What follows belongs to an exercise in optimizing a design on an open flow for small area; a production flow would make more cautious choices. At most, simulation tests tie the RTL to the original design; equivalence was not proved. Power figures rest on the tool's default switching activity, not on a simulated workload.

Design IntMem, start of the top module:
module IntMem (
            scan_en,
            aclk,
            areset_n,
            mem_type,
            remap,
            axi_awid,
            axi_awaddr,
            axi_awlen,
            axi_awsize,
            axi_awburst,
            axi_awlock,
            axi_awcache,
            axi_awprot,
            axi_awvalid,
            axi_awready,
            axi_wdata,
            axi_wstrb,
            axi_wlast,
            axi_wvalid,
            axi_wready,
            axi_bid,
            axi_bresp,
            axi_bvalid,
            axi_bready,
           axi_arid,      
           axi_araddr,       
           axi_arlen,     
           axi_arsize,    
           axi_arburst,   
           axi_arlock,    
           axi_arcache,   
           axi_arprot,    
           axi_arvalid,   
           axi_arready,
           axi_rid,
           axi_rdata,
           axi_rresp,
           axi_rlast,
           axi_rvalid,
           axi_rready,
           mem0_cs_n,
           mem0_wr_n,
           mem0_rd_n,
           mem0_wr_byte_en,
           mem0_addr,
           mem0_wr_addr,
           mem0_din,
           mem0_dout,
           mem1_cs_n,
           mem1_wr_n,
           mem1_rd_n,
           mem1_wr_byte_en,
           mem1_addr,
           mem1_wr_addr,
           mem1_din,
           mem1_dout,
           mem2_cs_n,
           mem2_wr_n,
           mem2_rd_n,
           mem2_wr_byte_en,
           mem2_addr,
           mem2_wr_addr,
           mem2_din,
           mem2_dout 
);
Settings: LEC_CHECK=0, CAP_MARGIN=20, CORE_AREA=10 10 530 530, DIE_AREA=0 0 540 540, SLEW_MARGIN=20; clock period 11.0 ns.
standard.sh (not shown) runs the stock make flow with config.mk's settings and CLKGATE_MAP_FILE= SYNTH_SCRIPT=/design/flow/synth_recipe.tcl, a recipe that flattens the netlist after the stock synthesis.
==> flow/flow/run.sh <==
#!/bin/bash
set -euo pipefail
export BUFFER_PORTS_ARGS="-buffer_cell sky130_fd_sc_hd__buf_1"
export CTS_ARGS="-sink_clustering_enable -repair_clock_nets -dont_use_dummy_load -sink_clustering_size 12 -sink_clustering_max_diameter 60 -buf_list {sky130_fd_sc_hd__clkbuf_8}"
bash standard.sh finish > standard_flow.log 2>&1
Edit:
--- a/flow/design.v
+++ b/flow/design.v
@@ -69,31 +69,26 @@
       3'd1:    win = {3'b0, AxLEN[3:0], 1'b0};
       3'd2:    win = {2'b0, AxLEN[3:0], 2'b0};
       3'd3:    win = {1'b0, AxLEN[3:0], 3'b0};
       default: win = {AxLEN[3:0], 4'b0};
     endcase
   end
   wire [19:0] p = {AddrIn[19:4], AddrIn[3:0] | (mask & {4{Step}})};
-  wire [19:0] pr = {AddrIn[19:4], AddrIn[3:0] | mask};
-  wire [8:0]  cr;
   wire [20:0] c;
-  assign cr[0] = ~fixed;
-  assign c[0]  = Step & cr[0];
+  assign c[0] = Step & ~fixed;
   genvar i;
   generate
-    for (i = 1; i <= 8; i = i + 1) begin : g_lo
-      if (i < 8) begin : g_w
-        assign cr[i] = cr[i-1] & pr[i-1] & ~(wrap & ~win[i] & ~(i < 4 ? mask[i % 4] : 1'b0));
-      end else begin : g_8
-        assign cr[i] = cr[i-1] & pr[i-1] & ~wrap;
+    for (i = 1; i <= 20; i = i + 1) begin : g_c
+      if (i < 8) begin : g_lo
+        assign c[i] = c[i-1] & p[i-1] & ~(wrap & ~win[i] & ~(i < 4 ? mask[i % 4] : 1'b0));
+      end else if (i == 8) begin : g_8
+        assign c[i] = c[i-1] & p[i-1] & ~wrap;
+      end else begin : g_hi
+        assign c[i] = c[i-1] & p[i-1];
       end
-      assign c[i] = Step & cr[i];
-    end
-    for (i = 9; i <= 20; i = i + 1) begin : g_hi
-      assign c[i] = c[i-1] & p[i-1];
     end
   endgenerate
   assign AddrOut = p ^ c[19:0];
 endmodule
 module IntMemAddrGen
   (
    ACLK,          
@@ -108,15 +103,14 @@
    AddrOut,       
    AddrId,        
    AddrLast,      
    AddrValid,     
    DataLast,      
    xVALID,        
    xREADY,        
-   xSTEP,         
    AddrStart      
    );
   parameter	    ID_WIDTH   = 4;            
   parameter	    READ       = 0;
   localparam	    ID_MAX     = ID_WIDTH-1;
   input		          ACLK;
   input		          ARESETn;
@@ -130,15 +124,14 @@
   output [31:0]	    AddrOut;
   output [ID_MAX:0] AddrId;
   output	          AddrLast;
   output	          AddrValid;
   output	          DataLast;
   input		          xVALID;
   input		          xREADY;
-  input		          xSTEP;
   output [31:16]    AddrStart;
   reg [31:0]	      AxADDRmuxr;    
   reg [19:16]	      AxADDRs;       
   reg [3:0]	        AxLENr;        
   reg [2:0]	        AxSIZEr;
   reg [1:0]	        AxBURSTr;
   reg [ID_MAX:0]    AxIDr;
@@ -162,15 +155,15 @@
     else
       AxIDr   <= AddrId;
   IntMemAdrNxt u_IntMemAdrNxt
     (.AddrIn  (AxADDRmuxr[19:0]),
      .AxLEN   (AxLENr),
      .AxSIZE  (AxSIZEr),
      .AxBURST (AxBURSTr),
-     .Step    (xSTEP),
+     .Step    (validresp),
      .AddrOut (AxADDRinc));
   assign AddrOut = validreq  ? AxADDR : {AxADDRmuxr[31:20], AxADDRinc};
   always @ (posedge ACLK or negedge ARESETn)
     if (!ARESETn)
       AxADDRmuxr[31:20] <= 12'h000;
     else
       AxADDRmuxr[31:20] <= AddrOut[31:20];
@@ -299,16 +292,15 @@
      .AddrOut(AddrOut),
      .AddrId(AddrId),
      .AddrLast(AddrLast),
      .AddrValid(AddrValid),
      .DataLast(DataLast),
      .AddrStart(WAddrStart),
      .xVALID(WVALID),
-     .xREADY(WREADY),
-     .xSTEP(WVALID & WAddrReady & wreadyr)
+     .xREADY(WREADY)
      );
   always @ (posedge ACLK or negedge ARESETn)
   begin
       if(!ARESETn)
           bresp0 <= 1'b0 ;
       else if(~bvalidr & AWVALID & AWREADY)
           bresp0 <= (AWLOCK == 2'b01) ;
@@ -453,16 +445,15 @@
      .AddrOut  (AddrOut),
      .AddrId   (AddrId),
      .AddrLast (AddrLast),
      .AddrValid(AddrValid),
      .DataLast (DataLast),
      .AddrStart(RAddrStart),
      .xVALID   (RVALID),
-     .xREADY   (RREADY),
-     .xSTEP    (RVALID & RREADY)
+     .xREADY   (RREADY)
      );
   always @ (posedge ACLK or negedge ARESETn)
     if (!ARESETn) begin
       DataValid  <=   1'b0;
       AddrValidr <=   1'b0;
       DataLastr  <=   1'b0;
       RDataHeld  <=   1'b0;
@@ -601,32 +592,15 @@
 assign   mem2_wr_n    = (!waddr_valid) | mem2_cs_n;
 assign   mem2_rd_n    = (!raddr_valid) | mem2_cs_n;
 assign   mem2_wr_addr = waddr_out;
 assign   mux_addr     = ( mem_status == 2'b01 ) ? raddr_out  : waddr_out ; 
 assign   sp_mem       = ( mem_type == 1'b0 );
 assign   mem0_addr    = raddr_out;
 assign   mem1_addr    = (sp_mem & (mem_status != 2'b01)) ? waddr_out : raddr_out;
-wire     [31:13] m2_borrow;
-wire     [31:20] m2_zpre;
-wire             m2_b20 = sp_mem & ~|mem1_addr[19:13];
-assign   m2_borrow[13] = sp_mem;
-assign   m2_zpre[20]   = 1'b1;
-genvar   gi;
-generate
-  for (gi = 14; gi <= 19; gi = gi + 1) begin : g_m2lo
-    assign m2_borrow[gi] = m2_borrow[gi-1] & ~mem1_addr[gi-1];
-  end
-  for (gi = 21; gi <= 31; gi = gi + 1) begin : g_m2z
-    assign m2_zpre[gi] = m2_zpre[gi-1] & ~mem1_addr[gi-1];
-  end
-  for (gi = 20; gi <= 31; gi = gi + 1) begin : g_m2hi
-    assign m2_borrow[gi] = m2_b20 & m2_zpre[gi];
-  end
-endgenerate
-assign   mem2_addr    = {mem1_addr[31:13] ^ m2_borrow, mem1_addr[12:0]};
+assign   mem2_addr    = {mem1_addr[31:13] - {18'b0, sp_mem}, mem1_addr[12:0]};
 reg aw_pend;
 reg ar_pend;
 always @(posedge ACLK)begin
      aw_pend <= axi_awvalid & ~axi_awready;
      ar_pend <= axi_arvalid & ~axi_arready;
 end
     wire [31:16] cmp_w = (mem_status == WR && !aw_pend) ? waddr_start : axi_awaddr[31:16];
Effect:
- The changed run completed, yet does not pass: negative setup slack
- die area does not change
- power came out lower by 1.4%
- sequential power is about the same
- setup slack degrades by 1200 ps
- register-to-register slack got worse by 870 ps
- combinational power decreases by about 2%
For the second run of this note, only the layout was checked, not whether the RTL still works.

[separate check: timing with driven ports]
Ports are ideal in the flow. The routed layouts listed here were re-timed in OpenROAD.
Step 1 sets driving cells, clkbuf_16 on the clock port and buf_2 on the other inputs (assumed; they add their load-dependent delay and slew).
Step 2, shift: input delay + t, output delay - t, t = (earliest + latest rising clock arrival at the registers) / 2. This alone moves slack from input paths to output paths.
Slacks: ideal / step 1 / step 2; pairs: ideal / step 1.
| run | t (ns) | setup WS [ns] | worst hold slack (ns) | clock arrival spread, ns |
|---|---|---|---|---|
| the first run | 0.811 | 0.626 / 0.571 / 0.571 | 0.468 / 0.468 / 0.468 | 0.177 / 0.176 |
| the second run | 0.756 | -0.577 / -0.661 / -0.661 | 0.463 / 0.463 / 0.463 | 0.094 / 0.094 |
For the second run, which loses most, drivers alone change the setup slack by -0.084 ns; drivers and shift together by -0.084 ns.
